Background: an optimization exercise with open tools, aiming at small area and a short achievable clock period. Do not read the settings as production practice. In this exercise RTL edits were held to simulation tests only and were not proved equivalent to the original. Power figures rest on the tool's default switching activity, not on a simulated workload.

$ cat flow/run.sh
#!/bin/bash
# synth_recipe.tcl (not shown) runs the flow's synth.tcl, then flattens the netlist and writes it again
# the make line also repeats each setting of config.mk as NAME=value (left out here)
make -C /OpenROAD-flow-scripts/flow DESIGN_CONFIG=/design/flow/config.mk WORK_HOME=/design/flow/orfs CLKGATE_MAP_FILE= SYNTH_SCRIPT=/design/flow/synth_recipe.tcl finish
$ cat flow/config.mk
export PLATFORM = sky130hd
export DESIGN_NAME = fir13_filter
export DESIGN_NICKNAME = fir13_filter
export VERILOG_FILES = /design/flow/design.v
export SDC_FILE = /design/flow/constraint.sdc
export NUM_CORES = 4
export LEC_CHECK = 0
export ABC_CLOCK_PERIOD_IN_PS = 2500
export CAP_MARGIN = 20
export CORE_MARGIN = 2
export CORE_UTILIZATION = 40
export SETUP_SLACK_MARGIN = 5.0
export SLEW_MARGIN = 20
export SYNTH_HIERARCHICAL = 1
export SYNTH_MINIMUM_KEEP_SIZE = 0
$ cat flow/constraint.sdc
create_clock -name core_clock -period 7.5 [get_ports {clk}]
set_input_delay 1.5000 -clock core_clock [delete_from_list [all_inputs] [get_ports {clk}]]
set_output_delay 1.5000 -clock core_clock [all_outputs]
set_load 0.01 [all_outputs]
$ cat flow/design.v
`timescale 1ns / 1ps
module fir13_filter(
    input wire clk,
    input wire n_rst,
    input wire signed [7:0] x_in,
    output reg signed [7:0] y_out
);
    reg signed [7:0] xr0, xr1, xr2, xr3, xr4, xr5, xr6, xr7, xr8, xr9, xr10, xr11, xr12;
    always @(posedge clk or negedge n_rst) begin
        if (!n_rst) begin
            xr0 <= 0; xr1 <= 0; xr2 <= 0; xr3 <= 0; xr4 <= 0; xr5 <= 0; xr6 <= 0;
            xr7 <= 0; xr8 <= 0; xr9 <= 0; xr10 <= 0; xr11 <= 0; xr12 <= 0;
        end else begin
            xr0 <= x_in; xr1 <= xr0; xr2 <= xr1; xr3 <= xr2; xr4 <= xr3; xr5 <= xr4; xr6 <= xr5;
            xr7 <= xr6; xr8 <= xr7; xr9 <= xr8; xr10 <= xr9; xr11 <= xr10; xr12 <= xr11;
        end
    end
    reg [8:0] pa3, pa4, pa5, pb0, pb1;
    always @(posedge clk) begin
            pa3 <= $signed(xr2) + $signed(xr8);    
            pa4 <= $signed(xr3) + $signed(xr7);    
            pa5 <= $signed(xr4) + $signed(xr6);    
            pb0 <= ~($signed(xr0) + $signed(xr12));
            pb1 <= ~($signed(xr1) + $signed(xr11));
    end
    wire [7:0] x6 = xr7;    
    wire t1, t2;
    fir13_ha u_t1 (.a(pa3[0]), .b(pa3[3]), .s(t1), .co(t2));
    wire t3, t4;
    fir13_fa u_t3 (.a(pa3[1]), .b(pa3[4]), .c(pa3[6]), .s(t3), .co(t4));
    wire t5, t6;
    fir13_fa u_t5 (.a(pa3[2]), .b(pa3[5]), .c(pa3[7]), .s(t5), .co(t6));
    wire t7, t8;
    fir13_fa u_t7 (.a(pa4[1]), .b(pa4[3]), .c(pa5[0]), .s(t7), .co(t8));
    wire t9, t10;
    fir13_fa u_t9 (.a(pa3[3]), .b(pa3[6]), .c(pa4[2]), .s(t9), .co(t10));
    wire t11, t12;
    fir13_fa u_t11 (.a(pa4[4]), .b(pa5[1]), .c(pa5[7]), .s(t11), .co(t12));
    wire t13 = pa3[8] ^ pa5[4];
    wire t14 = pa3[8] | pa5[4];
    wire t15, t16;
    fir13_fa u_t15 (.a(pa3[4]), .b(pa3[7]), .c(pa4[3]), .s(t15), .co(t16));
    wire t17 = pa4[5] ^ pa5[2] ^ 1'b1;
    wire t18 = (pa4[5] & pa5[2]) | (pa4[5] & 1'b1) | (pa5[2] & 1'b1);
    wire t19 = pa5[5] ^ pa5[8];
    wire t20 = pa5[5] | pa5[8];
    wire t21, t22;
    fir13_fa u_t21 (.a(pa3[5]), .b(pa4[4]), .c(pa4[6]), .s(t21), .co(t22));
    wire t23 = pa3[8] ^ pa5[3];
    wire t24 = ~pa3[8] & pa5[3];
    wire t25, t26;
    fir13_fa u_t25 (.a(pa3[6]), .b(pa4[5]), .c(pa4[7]), .s(t25), .co(t26));
    wire t27, t28;
    fir13_fa u_t27 (.a(pa3[2]), .b(pa3[4]), .c(pa4[0]), .s(t27), .co(t28));
    wire t29, t30;
    fir13_fa u_t29 (.a(pa3[5]), .b(pa4[1]), .c(pa5[4]), .s(t29), .co(t30));
    wire t31 = pa5[1] ^ 1'b0;
    wire t32 = pa5[1] | 1'b0;
    wire t33, t34;
    fir13_fa u_t33 (.a(pa4[0]), .b(pa4[2]), .c(pa5[5]), .s(t33), .co(t34));
    wire t35, t36;
    fir13_fa u_t35 (.a(~pa5[2]), .b(t2), .c(t3), .s(t35), .co(t36));
    wire t37 = pa5[3] ^ ~pa5[6] ^ 1'b0;
    wire t38 = (pa5[3] & ~pa5[6]) | (pa5[3] & 1'b0) | (~pa5[6] & 1'b0);
    wire t39, t40;
    fir13_fa u_t39 (.a(t4), .b(t5), .c(t7), .s(t39), .co(t40));
    wire t41 = 1'b1 ^ t13 ^ t6;
    wire t42 = (1'b1 & t13) | (1'b1 & t6) | (t13 & t6);
    wire t43, t44;
    fir13_fa u_t43 (.a(t8), .b(t9), .c(t11), .s(t43), .co(t44));
    wire t45, t46;
    fir13_fa u_t45 (.a(t19), .b(t10), .c(t12), .s(t45), .co(t46));
    wire t47, t48;
    fir13_fa u_t47 (.a(~t14), .b(t15), .c(t17), .s(t47), .co(t48));
    wire t49, t50;
    fir13_fa u_t49 (.a(pa5[6]), .b(t20), .c(t23), .s(t49), .co(t50));
    wire t51, t52;
    fir13_fa u_t51 (.a(t16), .b(t18), .c(t21), .s(t51), .co(t52));
    wire t53 = ~pa5[4] ^ pa5[7] ^ 1'b0;
    wire t54 = (~pa5[4] & pa5[7]) | (~pa5[4] & 1'b0) | (pa5[7] & 1'b0);
    wire t55, t56;
    fir13_fa u_t55 (.a(t24), .b(t22), .c(t25), .s(t55), .co(t56));
    wire t57, t58;
    fir13_fa u_t57 (.a(pa3[7]), .b(pa4[6]), .c(pa5[5]), .s(t57), .co(t58));
    wire t59, t60;
    fir13_fa u_t59 (.a(~pa4[8]), .b(pa5[8]), .c(t26), .s(t59), .co(t60));
    wire t61 = pa3[8] ^ pa4[7];
    wire t62 = ~pa3[8] & pa4[7];
    wire t63, t64;
    fir13_ha u_t63 (.a(pa3[0]), .b(pa3[2]), .s(t63), .co(t64));
    wire t65, t66;
    fir13_fa u_t65 (.a(pa3[1]), .b(pa3[3]), .c(pa5[2]), .s(t65), .co(t66));
    wire t67 = pa5[0] ^ ~pa5[3] ^ 1'b0;
    wire t68 = (pa5[0] & ~pa5[3]) | (pa5[0] & 1'b0) | (~pa5[3] & 1'b0);
    wire t69, t70;
    fir13_fa u_t69 (.a(t31), .b(t1), .c(t28), .s(t69), .co(t70));
    wire t71, t72;
    fir13_fa u_t71 (.a(~t32), .b(t30), .c(t33), .s(t71), .co(t72));
    wire t73, t74;
    fir13_fa u_t73 (.a(t34), .b(~t37), .c(t36), .s(t73), .co(t74));
    wire t75, t76;
    fir13_fa u_t75 (.a(~t38), .b(t40), .c(t41), .s(t75), .co(t76));
    wire t77, t78;
    fir13_fa u_t77 (.a(t42), .b(t44), .c(t45), .s(t77), .co(t78));
    wire t79, t80;
    fir13_fa u_t79 (.a(t46), .b(~t49), .c(t48), .s(t79), .co(t80));
    wire t81, t82;
    fir13_fa u_t81 (.a(t53), .b(t50), .c(~t52), .s(t81), .co(t82));
    wire t83, t84;
    fir13_fa u_t83 (.a(t57), .b(t56), .c(t59), .s(t83), .co(t84));
    wire t85, t86;
    fir13_fa u_t85 (.a(pa5[6]), .b(~t61), .c(t58), .s(t85), .co(t86));
    wire t87 = pa4[8] ^ pa5[7];
    wire t88 = ~pa4[8] & pa5[7];
    wire t89, t90;
    fir13_ha u_t89 (.a(pa3[1]), .b(pa5[0]), .s(t89), .co(t90));
    wire t91 = pa5[1] ^ 1'b1 ^ t63;
    wire t92 = (pa5[1] & 1'b1) | (pa5[1] & t63) | (1'b1 & t63);
    wire t93 = 1'b1 ^ t64 ^ t65;
    wire t94 = (1'b1 & t64) | (1'b1 & t65) | (t64 & t65);
    wire t95, t96;
    fir13_fa u_t95 (.a(t66), .b(t27), .c(~t67), .s(t95), .co(t96));
    wire t97, t98;
    fir13_fa u_t97 (.a(~t68), .b(t29), .c(t69), .s(t97), .co(t98));
    wire t99, t100;
    fir13_fa u_t99 (.a(t70), .b(t71), .c(t35), .s(t99), .co(t100));
    wire t101, t102;
    fir13_fa u_t101 (.a(t72), .b(t39), .c(t73), .s(t101), .co(t102));
    wire t103, t104;
    fir13_fa u_t103 (.a(t43), .b(t74), .c(t75), .s(t103), .co(t104));
    wire t105, t106;
    fir13_fa u_t105 (.a(t47), .b(t76), .c(t77), .s(t105), .co(t106));
    wire t107, t108;
    fir13_fa u_t107 (.a(t51), .b(t78), .c(t79), .s(t107), .co(t108));
    wire t109, t110;
    fir13_fa u_t109 (.a(t55), .b(t80), .c(~t81), .s(t109), .co(t110));
    wire t111, t112;
    fir13_fa u_t111 (.a(t54), .b(t82), .c(~t83), .s(t111), .co(t112));
    wire t113, t114;
    fir13_fa u_t113 (.a(t60), .b(t85), .c(t84), .s(t113), .co(t114));
    wire t115, t116;
    fir13_fa u_t115 (.a(t62), .b(~t87), .c(t86), .s(t115), .co(t116));
    wire t117 = pa5[8] ^ 1'b0 ^ ~t88;
    wire t118 = (pa5[8] & 1'b0) | (pa5[8] & ~t88) | (1'b0 & ~t88);
    reg [30:0] qa;
    always @(posedge clk)
        qa <= {t118, t117, t116, t115, t114, t113, t112, t111, t110, t109, t108, t107, t106, t105, t104, t103, t102, t101, t100, t99, t98, t97, t96, t95, t94, t93, t92, t91, t90, t89, pa3[0]};
    wire t119, t120;
    fir13_fa u_t119 (.a(pb0[0]), .b(pb0[1]), .c(pb1[0]), .s(t119), .co(t120));
    wire t121, t122;
    fir13_fa u_t121 (.a(pb0[1]), .b(pb0[2]), .c(pb1[1]), .s(t121), .co(t122));
    wire t123, t124;
    fir13_ha u_t123 (.a(pb1[3]), .b(pb1[5]), .s(t123), .co(t124));
    wire t125, t126;
    fir13_fa u_t125 (.a(pb0[2]), .b(pb0[3]), .c(pb1[2]), .s(t125), .co(t126));
    wire t127, t128;
    fir13_fa u_t127 (.a(pb1[4]), .b(pb1[6]), .c(qa[10]), .s(t127), .co(t128));
    wire t129, t130;
    fir13_fa u_t129 (.a(pb0[3]), .b(pb0[4]), .c(pb1[3]), .s(t129), .co(t130));
    wire t131, t132;
    fir13_fa u_t131 (.a(pb1[5]), .b(pb1[7]), .c(x6[0]), .s(t131), .co(t132));
    wire t133, t134;
    fir13_ha u_t133 (.a(x6[7]), .b(qa[12]), .s(t133), .co(t134));
    wire t135, t136;
    fir13_fa u_t135 (.a(pb0[4]), .b(pb0[5]), .c(pb1[4]), .s(t135), .co(t136));
    wire t137, t138;
    fir13_fa u_t137 (.a(pb1[6]), .b(x6[1]), .c(qa[14]), .s(t137), .co(t138));
    wire t139 = pb1[8] ^ qa[15];
    wire t140 = ~pb1[8] & qa[15];
    wire t141, t142;
    fir13_fa u_t141 (.a(pb0[5]), .b(pb0[6]), .c(pb1[5]), .s(t141), .co(t142));
    wire t143, t144;
    fir13_fa u_t143 (.a(pb1[7]), .b(x6[2]), .c(qa[16]), .s(t143), .co(t144));
    wire t145, t146;
    fir13_fa u_t145 (.a(pb0[6]), .b(pb0[7]), .c(pb1[6]), .s(t145), .co(t146));
    wire t147 = pb1[8] ^ x6[3];
    wire t148 = ~pb1[8] & x6[3];
    wire t149, t150;
    fir13_fa u_t149 (.a(pb0[7]), .b(pb1[7]), .c(x6[4]), .s(t149), .co(t150));
    wire t151, t152;
    fir13_ha u_t151 (.a(pb1[0]), .b(pb1[2]), .s(t151), .co(t152));
    wire t153, t154;
    fir13_fa u_t153 (.a(pb0[0]), .b(pb1[1]), .c(pb1[3]), .s(t153), .co(t154));
    wire t155 = x6[3] ^ qa[4];
    wire t156 = ~x6[3] & qa[4];
    wire t157, t158;
    fir13_fa u_t157 (.a(pb1[2]), .b(pb1[4]), .c(qa[6]), .s(t157), .co(t158));
    wire t159, t160;
    fir13_fa u_t159 (.a(~x6[4]), .b(qa[7]), .c(t119), .s(t159), .co(t160));
    wire t161, t162;
    fir13_fa u_t161 (.a(~x6[5]), .b(qa[8]), .c(qa[9]), .s(t161), .co(t162));
    wire t163, t164;
    fir13_fa u_t163 (.a(t123), .b(t120), .c(t121), .s(t163), .co(t164));
    wire t165, t166;
    fir13_fa u_t165 (.a(~x6[6]), .b(qa[11]), .c(t124), .s(t165), .co(t166));
    wire t167, t168;
    fir13_fa u_t167 (.a(t122), .b(t125), .c(t127), .s(t167), .co(t168));
    wire t169, t170;
    fir13_fa u_t169 (.a(qa[13]), .b(t133), .c(t126), .s(t169), .co(t170));
    wire t171, t172;
    fir13_fa u_t171 (.a(t128), .b(t129), .c(t131), .s(t171), .co(t172));
    wire t173, t174;
    fir13_fa u_t173 (.a(t134), .b(t130), .c(t132), .s(t173), .co(t174));
    wire t175, t176;
    fir13_fa u_t175 (.a(~t139), .b(t135), .c(t137), .s(t175), .co(t176));
    wire t177, t178;
    fir13_fa u_t177 (.a(qa[17]), .b(t140), .c(t136), .s(t177), .co(t178));
    wire t179, t180;
    fir13_fa u_t179 (.a(t138), .b(t141), .c(t143), .s(t179), .co(t180));
    wire t181, t182;
    fir13_fa u_t181 (.a(qa[18]), .b(qa[19]), .c(~t147), .s(t181), .co(t182));
    wire t183, t184;
    fir13_fa u_t183 (.a(t142), .b(t144), .c(t145), .s(t183), .co(t184));
    wire t185, t186;
    fir13_fa u_t185 (.a(~pb0[8]), .b(qa[20]), .c(qa[21]), .s(t185), .co(t186));
    wire t187, t188;
    fir13_fa u_t187 (.a(t148), .b(t146), .c(t149), .s(t187), .co(t188));
    wire t189, t190;
    fir13_fa u_t189 (.a(pb0[8]), .b(pb1[8]), .c(qa[23]), .s(t189), .co(t190));
    wire t191, t192;
    fir13_fa u_t191 (.a(x6[5]), .b(qa[22]), .c(t150), .s(t191), .co(t192));
    wire t193 = x6[6] ^ qa[24];
    wire t194 = x6[6] & ~qa[24];
    wire t195 = pb1[1] ^ x6[1];
    wire t196 = pb1[1] & ~x6[1];
    wire t197, t198;
    fir13_fa u_t197 (.a(~x6[2]), .b(qa[2]), .c(qa[3]), .s(t197), .co(t198));
    wire t199, t200;
    fir13_fa u_t199 (.a(qa[5]), .b(t152), .c(~t155), .s(t199), .co(t200));
    wire t201, t202;
    fir13_fa u_t201 (.a(t156), .b(t154), .c(t157), .s(t201), .co(t202));
    wire t203, t204;
    fir13_fa u_t203 (.a(t158), .b(t161), .c(t160), .s(t203), .co(t204));
    wire t205, t206;
    fir13_fa u_t205 (.a(t162), .b(t165), .c(t164), .s(t205), .co(t206));
    wire t207, t208;
    fir13_fa u_t207 (.a(t166), .b(t168), .c(t169), .s(t207), .co(t208));
    wire t209, t210;
    fir13_fa u_t209 (.a(t170), .b(t172), .c(t173), .s(t209), .co(t210));
    wire t211, t212;
    fir13_fa u_t211 (.a(t174), .b(t176), .c(t177), .s(t211), .co(t212));
    wire t213, t214;
    fir13_fa u_t213 (.a(t178), .b(t181), .c(t180), .s(t213), .co(t214));
    wire t215, t216;
    fir13_fa u_t215 (.a(t185), .b(t182), .c(t184), .s(t215), .co(t216));
    wire t217, t218;
    fir13_fa u_t217 (.a(t186), .b(t188), .c(t191), .s(t217), .co(t218));
    wire t219, t220;
    fir13_fa u_t219 (.a(~qa[25]), .b(t193), .c(t190), .s(t219), .co(t220));
    wire t221, t222;
    fir13_fa u_t221 (.a(~x6[7]), .b(qa[26]), .c(qa[27]), .s(t221), .co(t222));
    wire t223 = pb1[0] ^ x6[0];
    wire t224 = pb1[0] & ~x6[0];
    wire t225 = 1'b0 ^ ~qa[1] ^ t195;
    wire t226 = (1'b0 & ~qa[1]) | (1'b0 & t195) | (~qa[1] & t195);
    wire t227, t228;
    fir13_fa u_t227 (.a(t196), .b(t151), .c(t197), .s(t227), .co(t228));
    wire t229, t230;
    fir13_fa u_t229 (.a(t198), .b(t153), .c(t199), .s(t229), .co(t230));
    wire t231, t232;
    fir13_fa u_t231 (.a(t200), .b(t201), .c(t159), .s(t231), .co(t232));
    wire t233, t234;
    fir13_fa u_t233 (.a(t202), .b(t163), .c(t203), .s(t233), .co(t234));
    wire t235, t236;
    fir13_fa u_t235 (.a(t167), .b(t204), .c(t205), .s(t235), .co(t236));
    wire t237, t238;
    fir13_fa u_t237 (.a(t171), .b(t206), .c(t207), .s(t237), .co(t238));
    wire t239, t240;
    fir13_fa u_t239 (.a(t175), .b(t208), .c(t209), .s(t239), .co(t240));
    wire t241, t242;
    fir13_fa u_t241 (.a(t179), .b(t210), .c(t211), .s(t241), .co(t242));
    wire t243, t244;
    fir13_fa u_t243 (.a(t183), .b(t212), .c(t213), .s(t243), .co(t244));
    wire t245, t246;
    fir13_fa u_t245 (.a(t187), .b(t214), .c(t215), .s(t245), .co(t246));
    wire t247, t248;
    fir13_fa u_t247 (.a(~t189), .b(t216), .c(t217), .s(t247), .co(t248));
    wire t249, t250;
    fir13_fa u_t249 (.a(t192), .b(~t219), .c(t218), .s(t249), .co(t250));
    wire t251, t252;
    fir13_fa u_t251 (.a(t194), .b(t221), .c(~t220), .s(t251), .co(t252));
    wire t253, t254;
    fir13_fa u_t253 (.a(qa[28]), .b(~qa[29]), .c(t222), .s(t253), .co(t254));
    wire [4:0] lo_a = {t230, t228, ~t226, t224, ~t223};
    wire [4:0] lo_b = {t231, t229, t227, ~t225, qa[0]};
    wire [5:0] lo_sum = {1'b0, lo_a} + {1'b0, lo_b};
    reg [12:0] z0, z1;
    reg zc;
    always @(posedge clk) begin
            z0 <= {1'b1, t254, t252, t250, t248, t246, t244, t242, t240, t238, t236, t234, t232};
            z1 <= {1'b0, ~qa[30], t253, t251, t249, t247, t245, t243, t241, t239, t237, t235, t233};
            zc <= lo_sum[5];
    end
    reg [2:0] vld;
    always @(posedge clk or negedge n_rst) begin
        if (!n_rst)
            vld <= 3'b000;
        else
            vld <= {vld[1:0], 1'b1};
    end
    wire [12:0] acc_hi = z0 + z1 + {12'd0, zc};
    wire sgn = acc_hi[12];
    wire ovf = acc_hi[12] ^ acc_hi[11];
    wire [7:0] clip = ovf ? {sgn, {7{~sgn}}} : acc_hi[11:4];
    always @(posedge clk or negedge n_rst) begin
        if (!n_rst)
            y_out <= 8'd0;
        else
            y_out <= vld[2] ? clip : 8'd0;
    end
endmodule
module fir13_fa(input wire a, input wire b, input wire c, output wire s, output wire co);
    assign s = a ^ b ^ c;
    assign co = (a & b) | (a & c) | (b & c);
endmodule
module fir13_ha(input wire a, input wire b, output wire s, output wire co);
    assign s = a ^ b;
    assign co = a & b;
endmodule
==> impl_metrics.ini, run 1 <==
[synthesis]
yosys.area.top_type = dfrtp_1
async_flop_share_pct = 53.2
avgSynthCellArea_um2 = 14.6
ys_seq_elements = 216
syn_nets = 845
synth_top_area_share_pct = 30.5
synth_common_cells = dfrtp_1, fa_1, dfxtp_1, ha_1, inv_1
synth_cells = 648
synth.distinct_cells = 41
yosysMostFrequentCell = dfrtp_1
synth_flop_cell = dfrtp_1
ys_seq_area_share_pct = 51.9
synth_edf_count = 0
synth_warnings = 7
synth_area_leaders = dfrtp_1, fa_1, dfxtp_1, ha_1, inv_1
synth_area_mm2 = 0.00945

[setup_path]
cp_num_buf_inv = 1
cp-end-kind = output port
path_class = reg2out
slowest_delay_ns = 0.38
cp.required_ns = 6.00
crit_family = flip-flops
crit_chain = buf_6
worstPathArrival_ns = 0.99
cp_max_fo = 1
start_kind = flop
critical_path.slowest_cell = dfrtp_1

[sta]
fmax_mhz = 401
fin_setup_tns_ns = 0
worst_slew_pin_slew_ns = 0.603
slew_viol_final = 0
period_needed_ns = 2.49
min_period_over_period_pct = 33.3
final-setup-viol-count = 0
maxSlewHeadroom_pct = 59.8
fin_skew_ns = 0.0260
rsz0062_at_grt = yes
finalHoldViolCount = 0

[clock_tree]
numCtsBuffers = 23
clock_latency_ns = 0.52
cts.sinks = 216
clock_path_buffers = 3
cts-htree-levels = 1
cts_tree = built
hold_buffers = 0
cts_root_buf = clkbuf_16
clkSlewWorstSetupHoldPaths_ns = 0.06

[final_layout]
final-seq-area_mm2 = 0.00491
multi_input_area_mm2 = 0.00428
syn_to_final_growth_pct = 14.1
fin_nets = 890
drive_gt1_share_pct = 10.0
postLayoutCellArea_mm2 = 0.0108
num-fill-cells = 2051
antenna_cells = 0

[floorplanning]
die_area_mm2 = 0.0249
num_rows = 56
start_util_pct = 40.5
die_h_um = 158
ios = 18
die_w_um = 158
core_mm2 = 0.0233

[global_route]
grt_pass1_wl_um = 27200
grtUsageMet3_pct = 2.19
track_usage_pct = 14.2
antenna_found_initial = 0
grt_max_degree = 72
grt_pass1_vias = 5340
met2_usage_pct = 24.4
grt.overflow.total = 0
grt_use_met1_pct = 19.0
busiest_layer = met2

[placement]
dpl_cell_area_mm2 = 0.0100
hpwl_um = 12600
io_buffers = 17
gp_congestion = 0.862

[route]
vias_per_cell = 4.50
drtIter0Drc = 114
first_pass_iters = 4
ant_nets = 0
drt_wl_total_um = 16100
routedWlPerCell_um = 15.7
drcViolationCount = 0
vias = 4634

[power]
p_leak_nw = 4.87
vdd.ir_drop.worst_mv = 0.254
power-per-cell-area_mw_per_mm2 = 419

[job]
max_cap_violations = 0

[status]
status = complete, no violations

[worst_hold_path]
hp-class = reg2reg
[worst register-to-register path, delay by kind of cell, from the launching register on]
family                     cells  cell delay [ns]
adders and majority gates      4             1.83
DFF                            1             0.49
[where the power goes]
group | switching (mW) | total (mW) | internal [mW]
Sequential | 0.148 | 1.61 | 1.46
Combinational | 0.935 | 1.80 | 0.862
Clock | 0.453 | 1.11 | 0.657
[cell type report]
cell class	count	area share (%)
well taps	319	3.70
flip-flops and latches	216	45.5
clock buffers	27	5.66
inverters	70	2.44
clock inverters	15	1.37
repair buffers	20	1.54
multi-input cells	362	39.7
[final timing paths]
check	from	to	slack [ns]	cells past startpoint
setup / recovery	y_out[7]	y_out[7]	5.01	1
hold / removal	xr10[2]	xr11[2]	0.35	0
setup reg to reg	xr7[1]	z1[4]	5.06	4
hold reg to reg	xr10[2]	xr11[2]	0.35	0
max in group asynchronous	n_rst	xr1[3]	5.50	2
min in group asynchronous	n_rst	xr5[1]	0.99	1
[cells by family after synthesis]
logic type	synth area share, %
xor+xnor	3.34
other cells	0.0397
mux	0.159
flops	51.9
simple gates	3.25
compound gates	5.44
fa+ha+maj	33.1
buf+inv	2.78
[what timing repair did]
action,in CTS,in global routing
buffers inserted,0,2
resized for setup,34,10
endpoints found under the setup margin,10,87
[layout by cell type (no fill, tap or decap), drive strengths merged, types with 8 or more instances in the layout]
cell             n
a21o            11
a21oi           19
buf             12
clkbuf          27
clkdlybuf4s50    8
clkinv           9
dfrtp          115
dfxtp          101
fa             105
ha              82
inv             71
nand2           13
nor2            15
nor3             8
o21ai           27
xnor2           16
xor2            20
[per-stage QoR]
step	worst slack [ns]	total power, mW	util (%)	cells	hold slack [ns]
3_5_place_dp	4.57	3.48	42.9	985	0.336
4_1_cts	4.97	4.59	46.0	1027	0.350
5_1_grt	4.96	4.97	46.2	1029	0.357
3_3_place_gp	4.63	3.42	42.9	985	0.332
2_1_floorplan	5.17	2.98	-	648	0.331
6_report	5.01	4.52	46.2	1029	0.346
[metal layers]
| layer | share of wire [%] | vias up | routed length (µm) |
|---|---|---|---|
| li1 | - | 2202 | - |
| met1 | 46 | 2345 | 7450 |
| met2 | 48 | 60 | 7810 |
| met3 | 3.3 | 27 | 527 |
| met4 | 2.3 | 0 | 368 |
| met5 | 0 | - | 0 |
[state kept, by name, summed over array words and instances, names as in the netlist, 9 cells and up]
| register | count |
|---|---|
| pa4 | 9 |
| qa | 31 |
| pb1 | 9 |
| pa5 | 9 |
| pa3 | 9 |
| z0 | 12 |
| pb0 | 9 |
| z1 | 12 |
[per-module statistics from Yosys, one instance, submodules excluded]
module / times used / cells / area [µm²] / flops+latches
fir13_ha: 6 / 1 / 12.5 / 0
fir13_filter: 1 / 542 / 7370 / 216
fir13_fa: 100 / 1 / 20.0 / 0
==> inputs of run 2 (changes only) <==
--- a/flow/config.mk
+++ b/flow/config.mk
@@ -9,6 +9,9 @@
 export CAP_MARGIN = 20
 export CORE_MARGIN = 2
 export CORE_UTILIZATION = 40
+export CTS_BUF_LIST = sky130_fd_sc_hd__clkbuf_16
+export CTS_CLUSTER_DIAMETER = 80
+export CTS_CLUSTER_SIZE = 30
 export SETUP_SLACK_MARGIN = 5.0
 export SLEW_MARGIN = 20
 export SYNTH_HIERARCHICAL = 1
==> run 2 against run 1 <==
  * Sequential share of layout area up 1.5 points
  * First-iteration DRC count up 29%
  * Combinational power barely moved
  * Critical path depth did not move
  * Routed wire length decreased by 1.5%
  * Sequential power is essentially flat
  * Synthesized cell count did not move
  * Global-route usage down 0.17 points
  * Hold slack improved by 0.010 ns
  * Setup slack improved by 0.037 ns
==> impl_metrics.ini, run 2 <==
[synthesis]
yosys.area.top_type = dfrtp_1
synth_area_mm2 = 0.00945
synth_cells = 648
avgSynthCellArea_um2 = 14.6
syn_nets = 845
yosysMostFrequentCell = dfrtp_1
synth_top_area_share_pct = 30.5
synth_flop_cell = dfrtp_1
synth_area_leaders = dfrtp_1, fa_1, dfxtp_1, ha_1, inv_1
synth_warnings = 7
synth_common_cells = dfrtp_1, fa_1, dfxtp_1, ha_1, inv_1
ys_seq_elements = 216
synth.distinct_cells = 41
async_flop_share_pct = 53.2
ys_seq_area_share_pct = 51.9
synth_edf_count = 0

[clock_tree]
cts-htree-levels = 1
cts_tree = built
clock_latency_ns = 0.49
clkSlewWorstSetupHoldPaths_ns = 0.09
numCtsBuffers = 13
hold_buffers = 0
cts.sinks = 216
cts_root_buf = clkbuf_16
clock_path_buffers = 3

[route]
first_pass_iters = 4
drt_wl_total_um = 15900
drtIter0Drc = 147
vias = 4578
vias_per_cell = 4.54
routedWlPerCell_um = 15.8
ant_nets = 0
drcViolationCount = 0

[global_route]
grt_max_degree = 72
grt_use_met1_pct = 19.1
grt.overflow.total = 0
met2_usage_pct = 23.7
busiest_layer = met2
grt_pass1_wl_um = 26800
grtUsageMet3_pct = 1.97
antenna_found_initial = 0
track_usage_pct = 14.1
grt_pass1_vias = 5261

[final_layout]
num-fill-cells = 2074
largestRegisters = qa x31, z0 x12, z1 x12
final_common_cell = dfrtp_1
syn_to_final_growth_pct = 10.7
antenna_cells = 0
most-common-layout-cells = dfrtp_1, fa_1, dfxtp_1
drive_gt1_share_pct = 8.26
final-seq-area_mm2 = 0.00492
largest_reg_flops = 31
regMostFlops = qa
fin_cells = 1009
multi_input_area_mm2 = 0.00428
fin_nets = 880

[sta]
period_needed_ns = 2.46
finalHoldViolCount = 0
slew_viol_final = 0
rsz0062_at_grt = yes
fin_skew_ns = 0.0440
fin_setup_tns_ns = 0
final-setup-viol-count = 0
worst_slew_pin_slew_ns = 0.603
fmax_mhz = 407
maxSlewHeadroom_pct = 59.8
min_period_over_period_pct = 32.8

[floorplanning]
start_util_pct = 40.5
core_mm2 = 0.0233
die_h_um = 158
ios = 18
die_area_mm2 = 0.0249
num_rows = 56
die_w_um = 158

[setup_path]
path_class = reg2out
crit_chain = buf_2
critical_path.slowest_cell = dfrtp_1
start_kind = flop
crit_family = flip-flops
worstPathArrival_ns = 0.96
cp_num_buf_inv = 1
slowest_delay_ns = 0.37
cp-end-kind = output port
cp.required_ns = 6.00
cp_max_fo = 1

[placement]
io_buffers = 17
dp_cells = 985
hpwl_um = 12600
gp_congestion = 0.862

[power]
power-per-cell-area_mw_per_mm2 = 399
p_leak_nw = 4.71
vdd.ir_drop.worst_mv = 0.167

[job]
max_cap_violations = 0

[worst_hold_path]
hp-class = reg2reg

[status]
status = complete, no violations
run 2: worst paths after layout:
check	slack, ns	startpoint	end	cells after the start
max in group asynchronous	5.48	n_rst	xr2[3]	2
hold reg to reg	0.36	xr10[1]	xr11[1]	0
setup / recovery	5.04	y_out[7]	y_out[7]	1
min in group asynchronous	1.01	n_rst	xr5[1]	1
hold / removal	0.36	xr10[1]	xr11[1]	0
setup reg to reg	5.06	xr7[1]	z1[4]	4
run 2: power breakdown:
| group | internal, mW | total [mW] | switching [mW] |
|---|---|---|---|
| Combinational | 0.856 | 1.79 | 0.935 |
| Clock | 0.374 | 0.775 | 0.401 |
| Sequential | 1.46 | 1.61 | 0.148 |
| Total | 2.69 | 4.17 | 1.48 |
run 2: what timing repair did:
action / 4_1_cts / 5_1_grt
resized for setup: 35 / 13
buffers inserted: 0 / 2
hold endpoints to repair: 0 / 0
pin swaps: 0 / 0
setup endpoints to repair: 12 / 84
run 2: final cells by class:
type | instances | area share, %
Sequential cell | 216 | 47.0
Tap cell | 319 | 3.82
Multi-Input combinational cell | 362 | 40.9
Inverter | 70 | 2.51
Timing Repair Buffer | 20 | 1.47
Clock inverter | 9 | 1.14
Clock buffer | 13 | 3.11
run 2: cell families after synthesis:
kind of cell	count (synthesis)	synth area share (%)
buffers and inverters	70	2.78
other	1	0.0397
DFF	216	51.9
xor gates and xnor gates	36	3.34
adders and majority gates	187	33.1
and+or+nand+nor	60	3.25
muxes	1	0.159
AOI/OAI and AO/OA	77	5.44
run 2: metal layers:
| metal | vias up | wire, µm | share of wire, % |
|---|---|---|---|
| li1 | 2174 | - | - |
| met1 | 2334 | 7430 | 47 |
| met2 | 51 | 7650 | 48 |
| met3 | 19 | 465 | 2.9 |
| met4 | 0 | 356 | 2.2 |
| met5 | - | 0 | 0 |
run 2: metrics by stage:
| stage | hold WS [ns] | setup WS, ns | area (µm²) | power [mW] | util [%] |
|---|---|---|---|---|---|
| 2_1_floorplan | 0.331 | 5.17 | 9450 | 2.98 | - |
| 3_3_place_gp | 0.332 | 4.63 | 10000 | 3.42 | 42.9 |
| 3_5_place_dp | 0.336 | 4.57 | 10000 | 3.48 | 42.9 |
| 4_1_cts | 0.358 | 4.93 | 10400 | 4.25 | 44.7 |
| 5_1_grt | 0.357 | 5.00 | 10500 | 4.62 | 44.8 |
| 6_report | 0.356 | 5.04 | 10500 | 4.17 | 44.8 |
run 2: per-module statistics from Yosys (local to each module, per instance):
module | times used | area, µm²
fir13_filter | 1 | 7370
fir13_fa | 100 | 20.0
fir13_ha | 6 | 12.5
==> inputs of run 3 (changes only) <==
--- a/flow/config.mk
+++ b/flow/config.mk
@@ -8,7 +8,7 @@
 export ABC_CLOCK_PERIOD_IN_PS = 2500
 export CAP_MARGIN = 20
 export CORE_MARGIN = 2
-export CORE_UTILIZATION = 40
+export CORE_UTILIZATION = 75
 export CTS_BUF_LIST = sky130_fd_sc_hd__clkbuf_16
 export CTS_CLUSTER_DIAMETER = 80
 export CTS_CLUSTER_SIZE = 30
==> run 3 against run 2 <==
  * Core utilization increased by 39 points
  * Fmax fell by 0.93%
  * Synthesized cell count unchanged
  * Setup slack got worse by 0.023 ns
  * Critical path type is now reg2reg
  * Largest power group unchanged
==> impl_metrics.ini, run 3 <==
[setup_path]
worstPathArrival_ns = 2.83
cp-end-kind = flop
cp_max_fo = 4
rr_startpoint = xr7[2]
critPathLaunch = xr7[2]
start_kind = flop
cp.required_ns = 7.85
path_class = reg2reg

[floorplanning]
ios = 18
core_mm2 = 0.0122
die_area_mm2 = 0.0135
die_h_um = 116
start_util_pct = 77.7
num_rows = 40
die_w_um = 116

[synthesis]
ys_seq_elements = 216
ys_seq_area_share_pct = 51.9
async_flop_share_pct = 53.2
syn_nets = 845
synth_flop_cell = dfrtp_1
yosysMostFrequentCell = dfrtp_1
yosys.area_share.simple_pct = 3.25
synth_cells = 648
synth_compound_area_share_pct = 5.44
synth_warnings = 7
synth_area_mm2 = 0.00945
synth_area_leaders = dfrtp_1, fa_1, dfxtp_1, ha_1, inv_1
synth_adder_area_share_pct = 33.1
yosys.area_share.xor_xnor_pct = 3.34
synth.distinct_cells = 41
synth_common_cells = dfrtp_1, fa_1, dfxtp_1, ha_1, inv_1
avgSynthCellArea_um2 = 14.6
synthMuxAreaShare_pct = 0.159
synth_top_family_by_area = adder cells
yosys.area.top_type = dfrtp_1
synth_top_area_share_pct = 30.5
synth_edf_count = 0

[final_layout]
regMostFlops = qa
largest_reg_flops = 31
antenna_cells = 0
fin_nets = 878
largestRegisters = qa x31, z0 x12, z1 x12
drive_gt1_share_pct = 6.86
syn_to_final_growth_pct = 7.44
num-fill-cells = 649
most-common-layout-cells = dfrtp_1, fa_1, dfxtp_1
fin_cells = 853
final_common_cell = dfrtp_1

[global_route]
antenna_found_initial = 0
grt_pass1_vias = 5535
grt_max_degree = 69
track_usage_pct = 28.4
grt.overflow.total = 0
grt_pass1_wl_um = 27900

[power]
p_leak_nw = 4.67
power-per-cell-area_mw_per_mm2 = 408
vdd.ir_drop.worst_mv = 0.270

[placement]
dp_cells = 834
hpwl_um = 13500
io_buffers = 17
gp_congestion = 0.949
place_ws_ns = 4.62

[sta]
finalHoldViolCount = 0
fin_skew_ns = 0.0157
fin_setup_tns_ns = 0
period_needed_ns = 2.48
fmax_mhz = 403
maxSlewHeadroom_pct = 56.0
rsz0062_at_grt = yes
fin_ws_ns = 5.02
worst_hold_slack_ns = 0.359
final-setup-viol-count = 0
min_period_over_period_pct = 33.1
worst_slew_pin_slew_ns = 0.661
slew_viol_final = 0

[clock_tree]
cts.sinks = 216
hold_buffers = 0
numCtsBuffers = 11
clock_latency_ns = 0.46
cts_root_buf = clkbuf_16
clkSlewWorstSetupHoldPaths_ns = 0.11
cts_tree = built
cts-htree-levels = 1
clock_path_buffers = 3

[route]
vias_per_cell = 5.65
drt_wl_total_um = 17400
drtIter0Drc = 202
first_pass_iters = 4
routedWlPerCell_um = 20.3
vias = 4823
drcViolationCount = 0
ant_nets = 0

[job]
max_cap_violations = 0

[worst_hold_path]
hp-class = reg2reg
holdCritStartpoint = xr9[0]

[status]
status = complete, no violations
## run 3: cell count changes in the layout (fill, tap and decap cells not counted), sizes merged
| cell | change |
|---|---|
| clkbuf | -2 |
| bufinv | -1 |
| clkinv | -3 |
| inv | +1 |
## run 3: area by class of cell
| class | count | area (µm²) | share of cell area, % |
|---|---|---|---|
| Clock buffer | 11 | 275 | 2.71 |
| Clock inverter | 6 | 43.8 | 0.432 |
| Inverter | 70 | 263 | 2.59 |
| Multi-Input combinational cell | 362 | 4280 | 42.2 |
| Sequential cell | 216 | 4910 | 48.4 |
| Tap cell | 168 | 210 | 2.07 |
| Timing Repair Buffer | 20 | 160 | 1.58 |
## run 3: kinds of logic after synthesis
family,after synthesis
AOI/OAI and AO/OA,77
xor gates and xnor gates,36
adders and majority gates,187
buffers and inverters,70
DFF,216
muxes,1
other,1
and+or+nand+nor,60
## run 3: per-layer routing
| metal | share of wire (%) | up-vias | track usage (%) | routed length (µm) |
|---|---|---|---|---|
| li1 | - | 2165 | - | - |
| met1 | 41 | 2511 | 35.5 | 7050 |
| met2 | 52 | 100 | 51.6 | 9050 |
| met3 | 4.0 | 47 | 4.57 | 690 |
| met4 | 3.2 | 0 | 8.49 | 563 |
| met5 | 0 | - | 0 | 0 |
## run 3: timing repair
item | CTS | global route
setup buffers | 0 | 2
pin swaps | 0 | 0
endpoints found under the hold margin | 0 | 0
endpoints found under the setup margin | 11 | 81
resized for setup | 34 | 12
## run 3: stage by stage
stage / power [mW] / util, % / area [µm²]
2_1_floorplan: 2.98 / - / 9450
3_3_place_gp: 3.36 / 80.8 / 9830
3_5_place_dp: 3.53 / 80.8 / 9830
4_1_cts: 4.16 / 83.2 / 10100
5_1_grt: 4.52 / 83.4 / 10100
6_report: 4.14 / 83.4 / 10100
## run 3: report_power, final
part	total (mW)	internal, mW	switching (mW)
clock	0.632	0.278	0.354
combinational	1.89	0.893	0.998
sequential	1.62	1.46	0.158
## run 3: final timing paths
| path | cells after the start | slack, ns | to |
|---|---|---|---|
| max reg2reg | 4 | 5.02 | z1[6] |
| min reg2reg | 0 | 0.36 | xr10[0] |
| max in group asynchronous | 2 | 5.41 | xr7[3] |
| max | 4 | 5.02 | z1[6] |
| min in group asynchronous | 1 | 1.06 | y_out[1] |
| min | 0 | 0.36 | xr10[0] |
## run 3: Yosys stat by module, one instance, submodules excluded
| module | cells | cell area, µm² | flops+latches |
|---|---|---|---|
| fir13_fa | 1 | 20.0 | 0 |
| fir13_filter | 542 | 7370 | 216 |
| fir13_ha | 1 | 12.5 | 0 |
## run 3: worst max-delay path: stages, from the launching register on
cell and delay (ns):
dfrtp_2 0.51, fa_1 0.45, fa_1 0.46, fa_1 0.53, fa_1 0.42
==> inputs of run 4 (changes only) <==
--- a/flow/config.mk
+++ b/flow/config.mk
@@ -8,11 +8,11 @@
 export ABC_CLOCK_PERIOD_IN_PS = 2500
 export CAP_MARGIN = 20
 export CORE_MARGIN = 2
-export CORE_UTILIZATION = 75
+export CORE_UTILIZATION = 60
 export CTS_BUF_LIST = sky130_fd_sc_hd__clkbuf_16
 export CTS_CLUSTER_DIAMETER = 80
 export CTS_CLUSTER_SIZE = 30
-export SETUP_SLACK_MARGIN = 5.0
+export SETUP_SLACK_MARGIN = 4.8
 export SLEW_MARGIN = 20
 export SYNTH_HIERARCHICAL = 1
 export SYNTH_MINIMUM_KEEP_SIZE = 0
==> run 4 against run 3 <==
  * Still clean on timing, DRC and antenna
  * Hold slack worse by 0.0018 ns
  * Register-to-register slack worse by 0.05 ns
  * Global-route usage down 8.4 points
  * Non-clock buffer count down 2
  * Critical path depth down 3
  * Routed wire length down 11%
  * Critical path type is now reg2out
  * Critical endpoint is now y_out[5]
==> impl_metrics.ini, run 4 <==
[status]
status = complete, no violations

[sta]
fin_ws_ns = 4.90
rsz0062_at_grt = no
finalHoldViolCount = 0
final-setup-viol-count = 0
worst_slew_pin_slew_ns = 0.734
maxSlewHeadroom_pct = 51.0
fin_setup_tns_ns = 0
min_period_over_period_pct = 34.7
period_needed_ns = 2.60
slew_viol_final = 0
fin_skew_ns = 0.0113
fmax_mhz = 384

[setup_path]
critPathLaunch = y_out[5]
slowest_delay_ns = 0.37
critical_path.slowest_cell = dfrtp_1
crit_family = flip-flops
worstPathArrival_ns = 1.10
cp_num_buf_inv = 1
path_class = reg2out
cp-end-kind = output port
rr_startpoint = xr7[3]
cp_max_fo = 1
crit_chain = dlygate4sd2_1
start_kind = flop
cp.required_ns = 6.00

[synthesis]
synth_edf_count = 0
synth_top_area_share_pct = 30.5
yosys.area_share.simple_pct = 3.25
yosysMostFrequentCell = dfrtp_1
synth_warnings = 7
synth.distinct_cells = 41
synth_area_mm2 = 0.00945
yosys.area_share.xor_xnor_pct = 3.34
synth_common_cells = dfrtp_1, fa_1, dfxtp_1, ha_1, inv_1
synth_flop_cell = dfrtp_1
syn_nets = 845
ys_seq_elements = 216
synth_area_leaders = dfrtp_1, fa_1, dfxtp_1, ha_1, inv_1
synth_cells = 648
synth_compound_area_share_pct = 5.44
synthMuxAreaShare_pct = 0.159
async_flop_share_pct = 53.2
yosys.area.top_type = dfrtp_1
avgSynthCellArea_um2 = 14.6
synth_top_family_by_area = adder cells
synth_adder_area_share_pct = 33.1
ys_seq_area_share_pct = 51.9

[global_route]
grt_pass1_vias = 5071
grt.overflow.total = 0
grt_max_degree = 89
track_usage_pct = 19.9
grt_pass1_wl_um = 25100
antenna_found_initial = 0

[power]
power-per-cell-area_mw_per_mm2 = 398
p_leak_nw = 4.69
p_total_mw = 4.07
internal_power_mw = 2.64
power_frac_seq_pct = 39.5
vdd.ir_drop.worst_mv = 0.228
pwr-share-clk_pct = 16.4
netSwitchingFraction_pct = 35.1
p_switching_mw = 1.43
pwr-share-comb_pct = 44.1

[clock_tree]
cts_root_buf = clkbuf_16
postCtsSetupBuffers = 0
clkSlewWorstSetupHoldPaths_ns = 0.10
cts_tree = built
clock_path_buffers = 3
cts-htree-levels = 1
clock_latency_ns = 0.45
numCtsBuffers = 11
cts.sinks = 216

[placement]
dpl_cell_area_mm2 = 0.00988
io_buffers = 17
hpwl_um = 12500
place_ws_ns = 4.59
gp_congestion = 0.870

[final_layout]
regMostFlops = qa
num-fill-cells = 1105
largest_reg_flops = 31
final_common_cell = dfrtp_1
largestRegisters = qa x31, z0 x12, z1 x12
drive_gt1_share_pct = 4.10
postLayoutCellArea_mm2 = 0.0102
antenna_cells = 0
fin_nets = 876
syn_to_final_growth_pct = 8.37
most-common-layout-cells = dfrtp_1, fa_1, dfxtp_1

[floorplanning]
die_h_um = 129
core_mm2 = 0.0153
ios = 18
start_util_pct = 61.7
die_w_um = 129
die_area_mm2 = 0.0168
num_rows = 45

[job]
max_cap_violations = 0

[route]
drcViolationCount = 0
first_pass_iters = 4
vias = 4541
drt_wl_total_um = 15400
routedWlPerCell_um = 17.2
ant_nets = 0
drtIter0Drc = 126
vias_per_cell = 5.08

[worst_hold_path]
holdCritStartpoint = xr5[6]
hp-class = reg2reg
[run 4: cell counts after synthesis]
No cell type changed its count.
[run 4: path summary, 6_finish.rpt]
check / slack, ns / depth (start not counted) / end
min: 0.36 / 0 / xr6[6]
min reg2reg: 0.36 / 0 / xr6[6]
max in group asynchronous: 5.50 / 2 / xr4[7]
min in group asynchronous: 0.96 / 1 / xr6[1]
max reg2reg: 4.97 / 8 / zc
max: 4.90 / 1 / y_out[5]
[run 4: cell families after synthesis]
| kind of cell | Yosys count |
|---|---|
| flops | 216 |
| fa+ha+maj | 187 |
| compound gates | 77 |
| buf+inv | 70 |
| simple gates | 60 |
| xor+xnor | 36 |
| other cells | 1 |
| mux | 1 |
[run 4: cell type report]
class	instances	area [µm²]	area share, %
inverters	70	263	2.57
clock buffers	12	300	2.93
well taps	211	264	2.58
clock inverters	5	57.6	0.562
flip-flops and latches	216	4900	47.9
multi-input cells	362	4280	41.8
repair buffers	18	169	1.65
[run 4: timing repair]
action	in CTS	in global routing
hold buffers	0	0
setup endpoints to repair	8	0
gates resized for setup	8	0
[run 4: routing by layer]
metal | up-vias | global-route usage [%] | wire length [µm]
li1 | 2164 | - | -
met1 | 2292 | 26.3 | 6900
met2 | 62 | 35.5 | 7710
met3 | 23 | 2.77 | 464
met4 | 0 | 4.68 | 333
met5 | - | 0 | 0
[run 4: power by group through the flow]
stage	registers (mW)	clock network [mW]	logic, mW
floorplan	1.60	0	1.38
global placement	1.63	0	1.76
detailed placement	1.64	0	1.84
CTS	1.61	0.694	1.83
global route	1.64	0.734	2.12
finish	1.61	0.669	1.79
[run 4: stage by stage]
step / cells / hold slack, ns / utilization, %
2_1_floorplan: 648 / 0.331 / -
3_3_place_gp: 877 / 0.332 / 64.5
3_5_place_dp: 877 / 0.335 / 64.5
4_1_cts: 894 / 0.361 / 66.8
5_1_grt: 894 / 0.367 / 66.8
6_report: 894 / 0.357 / 66.8
[run 4: per-module statistics from Yosys (local to each module, per instance)]
module        copies in the design  area (µm²)
fir13_filter                     1        7370
fir13_ha                         6        12.5
fir13_fa                       100        20.0
==> inputs of run 5 (changes only) <==
--- a/flow/config.mk
+++ b/flow/config.mk
@@ -12,7 +12,7 @@
 export CTS_BUF_LIST = sky130_fd_sc_hd__clkbuf_16
 export CTS_CLUSTER_DIAMETER = 80
 export CTS_CLUSTER_SIZE = 30
-export SETUP_SLACK_MARGIN = 4.8
+export SETUP_SLACK_MARGIN = 5.0
 export SLEW_MARGIN = 20
 export SYNTH_HIERARCHICAL = 1
 export SYNTH_MINIMUM_KEEP_SIZE = 0
==> run 5 against run 4 <==
  * Still clean on timing, DRC and antenna
  * Sequential share of layout area rose by 0.11 points
  * Synthesized area is the same
  * Via count grew 0.64%
  * Critical path type unchanged
  * Critical endpoint is now y_out[2]
==> impl_metrics.ini, run 5 <==
[route]
drt_wl_total_um = 15500
vias_per_cell = 5.09
vias = 4570
first_pass_iters = 4
drcViolationCount = 0
routedWlPerCell_um = 17.2
ant_nets = 0
drtIter0Drc = 132

[synthesis]
synth_area_leaders = dfrtp_1, fa_1, dfxtp_1, ha_1, inv_1
avgSynthCellArea_um2 = 14.6
synth.distinct_cells = 41
synth_common_cells = dfrtp_1, fa_1, dfxtp_1, ha_1, inv_1
synth_flop_cell = dfrtp_1
synth_compound_area_share_pct = 5.44
synth_edf_count = 0
ys_seq_elements = 216
syn_nets = 845
async_flop_share_pct = 53.2
synthMuxAreaShare_pct = 0.159
yosys.area.top_type = dfrtp_1
ys_seq_area_share_pct = 51.9
synth_warnings = 7
synth_adder_area_share_pct = 33.1
synth_cells = 648
synth_top_area_share_pct = 30.5
yosys.area_share.simple_pct = 3.25
yosysMostFrequentCell = dfrtp_1
synth_area_mm2 = 0.00945
yosys.area_share.xor_xnor_pct = 3.34
synth_top_family_by_area = adder cells

[sta]
final-setup-viol-count = 0
fmax_mhz = 406
fin_setup_tns_ns = 0
period_needed_ns = 2.46
worst_slew_pin_slew_ns = 0.729
worst_hold_slack_ns = 0.357
fin_skew_ns = 0.0110
slew_viol_final = 0
rsz0062_at_grt = yes
min_period_over_period_pct = 32.8
maxSlewHeadroom_pct = 51.4
finalHoldViolCount = 0

[placement]
dpl_cell_area_mm2 = 0.00988
gp_congestion = 0.870
io_buffers = 17
hpwl_um = 12500

[clock_tree]
cts_tree = built
clock_latency_ns = 0.45
cts_root_buf = clkbuf_16
clkSlewWorstSetupHoldPaths_ns = 0.10
clock_path_buffers = 3
cts.sinks = 216
hold_buffers = 0
numCtsBuffers = 11
cts-htree-levels = 1

[setup_path]
cp_max_fo = 1
cp-end-kind = output port
start_kind = flop
path_class = reg2out
crit_chain = buf_2
slowest_delay_ns = 0.38
crit_family = flip-flops
critPathLaunch = y_out[2]
cp.required_ns = 6.00
critical_path.slowest_cell = dfrtp_1
worstPathArrival_ns = 0.96
cp_num_buf_inv = 1
rr_startpoint = xr7[0]

[global_route]
antenna_found_initial = 0
grt.overflow.total = 0
grt_max_degree = 89
grt_pass1_wl_um = 25200
track_usage_pct = 19.9
grt_pass1_vias = 5073

[power]
p_leak_nw = 4.68
power-per-cell-area_mw_per_mm2 = 398
vdd.ir_drop.worst_mv = 0.229

[floorplanning]
die_w_um = 129
die_area_mm2 = 0.0168
start_util_pct = 61.7
num_rows = 45
die_h_um = 129
core_mm2 = 0.0153
ios = 18

[final_layout]
largest_reg_flops = 31
drive_gt1_share_pct = 7.43
regMostFlops = qa
largestRegisters = qa x31, z0 x12, z1 x12
fin_nets = 879
postLayoutCellArea_mm2 = 0.0102
syn_to_final_growth_pct = 8.45
antenna_cells = 0
final_common_cell = dfrtp_1
most-common-layout-cells = dfrtp_1, fa_1, dfxtp_1

[job]
max_cap_violations = 0

[worst_hold_path]
holdCritStartpoint = xr5[6]
hp-class = reg2reg

[status]
status = complete, no violations
-- run 5: cells by family after synthesis --
| logic type | Yosys count |
|---|---|
| AOI/OAI and AO/OA | 77 |
| xor gates and xnor gates | 36 |
| adders and majority gates | 187 |
| buffers and inverters | 70 |
| DFF | 216 |
| muxes | 1 |
| other | 1 |
| and+or+nand+nor | 60 |
-- run 5: timing repair --
action	CTS	global route
buffers inserted	0	3
cloned	0	0
gates resized for setup	34	11
hold endpoints to repair	0	0
endpoints found under the setup margin	10	11
-- run 5: power breakdown --
group | internal, mW | switching (mW) | total [mW]
Sequential | 1.46 | 0.150 | 1.61
Clock | 0.330 | 0.338 | 0.668
Combinational | 0.855 | 0.940 | 1.80
Total | 2.64 | 1.43 | 4.07
-- run 5: per-stage QoR --
| stage | utilization, % | setup slack, ns | total power [mW] | cells |
|---|---|---|---|---|
| 2_1_floorplan | - | 5.17 | 2.98 | 648 |
| 3_3_place_gp | 64.5 | 4.64 | 3.40 | 877 |
| 3_5_place_dp | 64.5 | 4.59 | 3.47 | 877 |
| 4_1_cts | 66.6 | 5.02 | 4.14 | 894 |
| 5_1_grt | 66.9 | 4.99 | 4.49 | 897 |
| 6_report | 66.9 | 5.04 | 4.07 | 897 |
-- run 5: modules after synthesis (local to each module, per instance) --
module / cells inside / flip-flops and latches / area (µm²)
fir13_fa: 1 / 0 / 20.0
fir13_filter: 542 / 216 / 7370
fir13_ha: 1 / 0 / 12.5
-- run 5: routing by layer --
metal	part of all wire [%]	global-route usage, %	vias to the layer above	routed length [µm]
met4	2.2	4.68	0	333
met2	50	35.5	66	7770
met3	3.3	2.77	23	513
met5	0	0	-	0
li1	-	-	2172	-
met1	44	26.4	2309	6840
-- run 5: path summary, 6_finish.rpt --
kind / endpoint / cells after the start / slack, ns
max: y_out[2] / 1 / 5.04
min: xr6[6] / 0 / 0.36
max reg2reg: z1[3] / 4 / 5.07
min reg2reg: xr6[6] / 0 / 0.36
max in group asynchronous: xr7[4] / 2 / 5.46
min in group asynchronous: y_out[3] / 1 / 0.96
-- run 5: area by class of cell --
class | instances | area, µm²
Inverter | 70 | 263
Clock inverter | 5 | 57.6
Sequential cell | 216 | 4910
Tap cell | 211 | 264
Fill cell | 1108 | 5070
Multi-Input combinational cell | 362 | 4280
Timing Repair Buffer | 21 | 161
Clock buffer | 12 | 300
==> inputs of run 6 (changes only) <==
--- a/flow/config.mk
+++ b/flow/config.mk
@@ -10,8 +10,8 @@
 export CORE_MARGIN = 2
 export CORE_UTILIZATION = 60
 export CTS_BUF_LIST = sky130_fd_sc_hd__clkbuf_16
-export CTS_CLUSTER_DIAMETER = 80
-export CTS_CLUSTER_SIZE = 30
+export CTS_CLUSTER_DIAMETER = 150
+export CTS_CLUSTER_SIZE = 35
 export SETUP_SLACK_MARGIN = 5.0
 export SLEW_MARGIN = 20
 export SYNTH_HIERARCHICAL = 1
==> run 6 against run 5 <==
  * Still clean on timing, DRC and antenna
  * Synthesized area unchanged
  * Synthesized cell count unchanged
  * Non-clock buffer count unchanged
  * Register-to-register slack about the same
  * Via count decreased by 0.28%
  * Routed wire length decreased by 0.28%
  * Clock skew increased by 0.032 ns
  * Sequential power about the same
  * Power decreased by 1.3%
  * Core utilization decreased by 0.26 points
  * Design area decreased by 0.39%
  * Clock-buffer cell count decreased by 1
  * Critical path type unchanged
  * Critical endpoint is now y_out[5]
==> impl_metrics.ini, run 6 <==
[status]
status = complete, no violations

[setup_path]
path_depth = 1
r2r_end = z1[3]
cp-end-kind = output port
path_class = reg2out
cp.required_ns = 6.00
slowest_delay_ns = 0.38
worstPathArrival_ns = 0.98
rr_startpoint = xr7[0]
start_kind = flop
crit_chain = buf_2
crit_end = y_out[5]
cp_num_buf_inv = 1
cp_max_fo = 1
critical_path.slowest_cell = dfrtp_1
critPathLaunch = y_out[5]
rrSetupSlack_ns = 5.07
crit_family = flip-flops
reg2reg_depth = 4

[floorplanning]
core_mm2 = 0.0153
die_area_mm2 = 0.0168
start_util_pct = 61.7
die_w_um = 129
die_h_um = 129
num_rows = 45
ios = 18

[power]
power_frac_seq_pct = 40.0
internal_power_mw = 2.59
power-per-cell-area_mw_per_mm2 = 394
pwr-share-clk_pct = 15.3
p_total_mw = 4.02
p_switching_mw = 1.43
vdd.ir_drop.worst_mv = 0.190
netSwitchingFraction_pct = 35.6
pwr-share-comb_pct = 44.7
p_leak_nw = 4.67

[synthesis]
synth_edf_count = 0
yosysMostFrequentCell = dfrtp_1
yosys.area_share.simple_pct = 3.25
synth.distinct_cells = 41
synth_top_family_by_area = adder cells
yosys.area.top_type = dfrtp_1
synth_common_cells = dfrtp_1, fa_1, dfxtp_1, ha_1, inv_1
syn_nets = 845
async_flop_share_pct = 53.2
synth_area_mm2 = 0.00945
synth_compound_area_share_pct = 5.44
yosys.area_share.xor_xnor_pct = 3.34
synth_adder_area_share_pct = 33.1
synthMuxAreaShare_pct = 0.159
ys_seq_elements = 216
avgSynthCellArea_um2 = 14.6
ys_seq_area_share_pct = 51.9
synth_warnings = 7
synth_top_area_share_pct = 30.5
synth_cells = 648
synth_area_leaders = dfrtp_1, fa_1, dfxtp_1, ha_1, inv_1
synth_flop_cell = dfrtp_1

[global_route]
antenna_found_initial = 0
grt.overflow.total = 0
track_usage_pct = 19.9
grt_pass1_vias = 5059
grt_max_degree = 89
grt_pass1_wl_um = 25100

[placement]
io_buffers = 17
hpwl_um = 12500
gp_congestion = 0.870

[sta]
min_period_over_period_pct = 33.1
fin_skew_ns = 0.0426
worst_slew_pin_slew_ns = 0.738
rsz0062_at_grt = yes
slew_viol_final = 0
maxSlewHeadroom_pct = 50.8
fmax_mhz = 403
period_needed_ns = 2.48
final-setup-viol-count = 0
finalHoldViolCount = 0
fin_setup_tns_ns = 0

[route]
drt_wl_total_um = 15400
drcViolationCount = 0
routedWlPerCell_um = 17.2
ant_nets = 0
first_pass_iters = 4
vias = 4557
vias_per_cell = 5.09
drtIter0Drc = 132

[clock_tree]
cts-htree-levels = 1
hold_buffers = 0
clkSlewWorstSetupHoldPaths_ns = 0.12
cts.sinks = 216
cts_root_buf = clkbuf_16
cts_tree = built
clock_path_buffers = 3
numCtsBuffers = 10
clock_latency_ns = 0.47

[final_layout]
final_common_cell = dfrtp_1
most-common-layout-cells = dfrtp_1, fa_1, dfxtp_1
drive_gt1_share_pct = 6.72
antenna_cells = 0
regMostFlops = qa
largestRegisters = qa x31, z0 x12, z1 x12
syn_to_final_growth_pct = 8.03
finish.utilization_pct = 66.6
largest_reg_flops = 31
fin_nets = 878

[job]
max_cap_violations = 0

[worst_hold_path]
hp-class = reg2reg
run 6: cell counts after synthesis:
Identical to the previous run, type by type.
run 6: per-stage QoR:
step | hold slack, ns | cell area, µm² | std cells | worst slack, ns
global placement | 0.332 | 9880 | 877 | 4.64
finish | 0.360 | 10200 | 896 | 5.02
global route | 0.370 | 10200 | 896 | 4.97
CTS | 0.362 | 10200 | 893 | 5.00
detailed placement | 0.335 | 9880 | 877 | 4.59
floorplan | 0.331 | 9450 | 648 | 5.17
run 6: per-module statistics from Yosys (local to each module, per instance):
module	cell area, µm²	times used	flops+latches	cells
fir13_ha	12.5	6	0	1
fir13_filter	7370	1	216	542
fir13_fa	20.0	100	0	1
run 6: cell families after synthesis:
kind of cell | after synthesis
buffers and inverters | 70
xor gates and xnor gates | 36
adders and majority gates | 187
other | 1
muxes | 1
DFF | 216
and+or+nand+nor | 60
AOI/OAI and AO/OA | 77
run 6: power by group through the flow:
stage | Combinational (mW) | Sequential [mW] | Clock (mW)
5_1_grt | 2.12 | 1.64 | 0.677
3_5_place_dp | 1.84 | 1.64 | 0
4_1_cts | 1.83 | 1.61 | 0.636
2_1_floorplan | 1.38 | 1.60 | 0
3_3_place_gp | 1.76 | 1.63 | 0
6_report | 1.80 | 1.61 | 0.614
run 6: worst min path at each step:
stage | cells after the start | end | slack (ns) | start
6_report | 0 | xr6[6] | 0.36 | xr5[6]
3_3_place_gp | 0 | xr10[0] | 0.33 | xr9[0]
4_1_cts | 0 | xr11[0] | 0.36 | xr10[0]
5_1_grt | 0 | xr11[5] | 0.37 | xr10[5]
3_5_place_dp | 0 | xr11[0] | 0.33 | xr10[0]
2_1_floorplan | 0 | vld[1] | 0.33 | vld[0]
run 6: metal layers:
layer  share of wire (%)  vias up  GRT usage [%]  wire length [µm]
li1                    -     2168              -                 -
met1                  45     2302           26.6              6930
met2                  50       63           35.2              7690
met3                 2.9       24           2.64               452
met4                 2.2        0           4.68               338
met5                   0        -              0                 0
run 6: repair_timing:
item | 4_1_cts | 5_1_grt
setup buffers | 0 | 3
endpoints found under the setup margin | 10 | 15
gates resized for setup | 34 | 9
run 6: final cells by class:
type,count,area (µm²)
clock buffers,11,275
clock inverters,5,45.0
fillers,1122,5110
inverters,70,263
multi-input cells,362,4280
flip-flops and latches,216,4910
well taps,211,264
repair buffers,21,161
==> inputs of run 7 (changes only) <==
--- a/flow/config.mk
+++ b/flow/config.mk
@@ -9,9 +9,9 @@
 export CAP_MARGIN = 20
 export CORE_MARGIN = 2
 export CORE_UTILIZATION = 60
-export CTS_BUF_LIST = sky130_fd_sc_hd__clkbuf_16
-export CTS_CLUSTER_DIAMETER = 150
-export CTS_CLUSTER_SIZE = 35
+export CTS_BUF_LIST = sky130_fd_sc_hd__clkbuf_4 sky130_fd_sc_hd__clkbuf_8
+export CTS_CLUSTER_DIAMETER = 40
+export CTS_CLUSTER_SIZE = 12
 export SETUP_SLACK_MARGIN = 5.0
 export SLEW_MARGIN = 20
 export SYNTH_HIERARCHICAL = 1
==> run 7 against run 6 <==
  * Combinational power about the same
  * Die area stayed put
  * Fmax down 2.3%
  * Largest cell class unchanged
  * Highest routed layer unchanged
==> impl_metrics.ini, run 7 <==
[setup_path]
cp_num_buf_inv = 1
cp-end-kind = output port
slowest_delay_ns = 0.36
crit_chain = buf_2
path_class = reg2out
critPathLaunch = y_out[5]
crit_family = flip-flops
cp.required_ns = 6.00
cp_max_fo = 1
rr_startpoint = xr7[3]
start_kind = flop
worstPathArrival_ns = 1.04
critical_path.slowest_cell = dfrtp_1

[floorplanning]
start_util_pct = 61.7
die_area_mm2 = 0.0168
die_w_um = 129
core_mm2 = 0.0153
num_rows = 45
die_h_um = 129
ios = 18

[final_layout]
final_common_cell = dfrtp_1
antenna_cells = 0
largest_reg_flops = 31
syn_to_final_growth_pct = 11.6
fin_nets = 898
postLayoutCellArea_mm2 = 0.0105
finish.utilization_pct = 68.8
most-common-layout-cells = dfrtp_1, fa_1, dfxtp_1
drive_gt1_share_pct = 12.6
regMostFlops = qa
num-fill-cells = 1106
largestRegisters = qa x31, z0 x12, z1 x12

[synthesis]
yosysMostFrequentCell = dfrtp_1
synth.distinct_cells = 41
synth_cells = 648
syn_nets = 845
yosys.area.top_type = dfrtp_1
async_flop_share_pct = 53.2
synth_area_mm2 = 0.00945
synth_common_cells = dfrtp_1, fa_1, dfxtp_1, ha_1, inv_1
synth_area_leaders = dfrtp_1, fa_1, dfxtp_1, ha_1, inv_1
avgSynthCellArea_um2 = 14.6
synth_flop_cell = dfrtp_1
synth_top_area_share_pct = 30.5
ys_seq_area_share_pct = 51.9
synth_edf_count = 0
ys_seq_elements = 216
synth_warnings = 7

[route]
drtIter0Drc = 134
vias = 4730
drt_wl_total_um = 15900
drcViolationCount = 0
vias_per_cell = 5.07
ant_nets = 0
first_pass_iters = 4
routedWlPerCell_um = 17.0

[sta]
slew_viol_final = 0
final-setup-viol-count = 0
period_needed_ns = 2.54
min_period_over_period_pct = 33.9
maxSlewHeadroom_pct = 50.2
fin_skew_ns = 0.0325
rsz0062_at_grt = yes
fin_ws_ns = 4.96
finalHoldViolCount = 0
worst_hold_slack_ns = 0.344
fmax_mhz = 394
worst_slew_pin_slew_ns = 0.748
fin_setup_tns_ns = 0

[global_route]
grt_max_degree = 89
grt_pass1_wl_um = 25800
grt.overflow.total = 0
grt_pass1_vias = 5235
track_usage_pct = 20.6
met2_usage_pct = 35.7
grtUsageMet3_pct = 3.34
antenna_found_initial = 0
busiest_layer = met2
grt_use_met1_pct = 26.8

[clock_tree]
clkSlewWorstSetupHoldPaths_ns = 0.08
clock_path_buffers = 3
cts_root_buf = clkbuf_8
cts_tree = built
numCtsBuffers = 28
cts.sinks = 216
clock_latency_ns = 0.56
cts-htree-levels = 1

[status]
status = complete, no violations

[placement]
place_ws_ns = 4.59
io_buffers = 17
gp_congestion = 0.870
hpwl_um = 12500
dpl_cell_area_mm2 = 0.00988

[worst_hold_path]
holdCritStartpoint = xr10[5]
hp-class = reg2reg

[power]
power-per-cell-area_mw_per_mm2 = 413
vdd.ir_drop.worst_mv = 0.166
p_leak_nw = 4.83

[job]
max_cap_violations = 0
-- run 7: logic make-up (layout without fill, tap and decap cells) --
| kind of cell | Yosys count | in the layout | synth area share [%] |
|---|---|---|---|
| and+or+nand+nor | 60 | 60 | 3.25 |
| buffers and inverters | 70 | 144 | 2.78 |
| adders and majority gates | 187 | 187 | 33.1 |
| xor gates and xnor gates | 36 | 36 | 3.34 |
| muxes | 1 | 1 | 0.159 |
| other | 1 | 1 | 0.0397 |
| DFF | 216 | 216 | 51.9 |
| AOI/OAI and AO/OA | 77 | 77 | 5.44 |
-- run 7: layout make-up --
cell class                      instances  area, µm²  share of cell area [%]
Clock buffer                           34        437                    4.14
Clock inverter                         17        196                    1.86
Inverter                               70        263                    2.49
Multi-Input combinational cell        362       4280                    40.6
Sequential cell                       216       4920                    46.7
Tap cell                              211        264                    2.51
Timing Repair Buffer                   23        176                    1.67
-- run 7: layer usage --
layer / up-vias / wire, µm
li1: 2221 / -
met1: 2379 / 6910
met5: - / 0
met3: 36 / 629
met2: 94 / 7890
met4: 0 / 472
-- run 7: modules after synthesis, one instance, submodules excluded --
module        flops+latches  cells
fir13_ha                  0      1
fir13_filter            216    542
fir13_fa                  0      1
-- run 7: through the flow --
step | power [mW] | cells
global route | 4.78 | 933
CTS | 4.41 | 928
floorplan | 2.98 | 648
detailed placement | 3.47 | 877
global placement | 3.40 | 877
finish | 4.35 | 933
-- run 7: path summary, 6_finish.rpt --
| check | endpoint | slack (ns) | cells after the start |
|---|---|---|---|
| min in group asynchronous | xr5[0] | 0.86 | 1 |
| max in group asynchronous | xr7[4] | 5.56 | 2 |
| setup / recovery | y_out[5] | 4.96 | 1 |
| hold / removal | xr11[5] | 0.34 | 0 |
| setup reg to reg | zc | 5.06 | 8 |
| hold reg to reg | xr11[5] | 0.34 | 0 |
-- run 7: what timing repair did --
action / CTS / global route
hold buffers: 0 / 0
gates cloned: 0 / 0
setup endpoints to repair: 10 / 19
buffers inserted: 0 / 5
gates resized for setup: 34 / 12
-- run 7: power by group --
part           switching [mW]  internal, mW  total [mW]
Clock                   0.437         0.505       0.942
Sequential              0.149          1.46        1.61
Combinational           0.940         0.855        1.79

-- what the ideal ports hide --
No port has a modelled driver above. Below, the same layouts with a new extraction and two added sets of constraints. Step 1 (the two cells are an assumption about what drives the block):
set clk [get_ports {clk}]
set_driving_cell -lib_cell sky130_fd_sc_hd__clkbuf_16 $clk
set_driving_cell -lib_cell sky130_fd_sc_hd__buf_2 [delete_from_list [all_inputs] $clk]
Step 2 times the ports against the registers' clock, not the clock port: input delays grow and output delays shrink by t, the midpoint of the rising clock arrivals with the driver on. Slacks: no drivers / after step 1 / after step 2; pairs: no drivers / after step 1.
run | t, ns | slack for setup (ns) | worst setup path at the end
run 1 | 0.553 | 5.006 / 4.961 / 4.958 | input, reset recovery
run 2 | 0.517 | 5.043 / 4.997 / 4.980 | input, reset recovery
run 3 | 0.491 | 5.020 / 4.983 / 4.930 | input, reset recovery
run 4 | 0.488 | 4.897 / 4.856 / 4.971 | register to register
run 5 | 0.489 | 5.039 / 4.998 / 4.986 | input, reset recovery
run 6 | 0.486 | 5.019 / 4.979 / 5.008 | input, reset recovery
run 7 | 0.583 | 4.961 / 4.922 / 4.985 | input, reset recovery
After both steps setup and hold are still met in every run listed. For run 3, which loses most, drivers alone change the setup slack by -0.037 ns; drivers and shift together by -0.090 ns. Setup slack includes reset recovery checks.
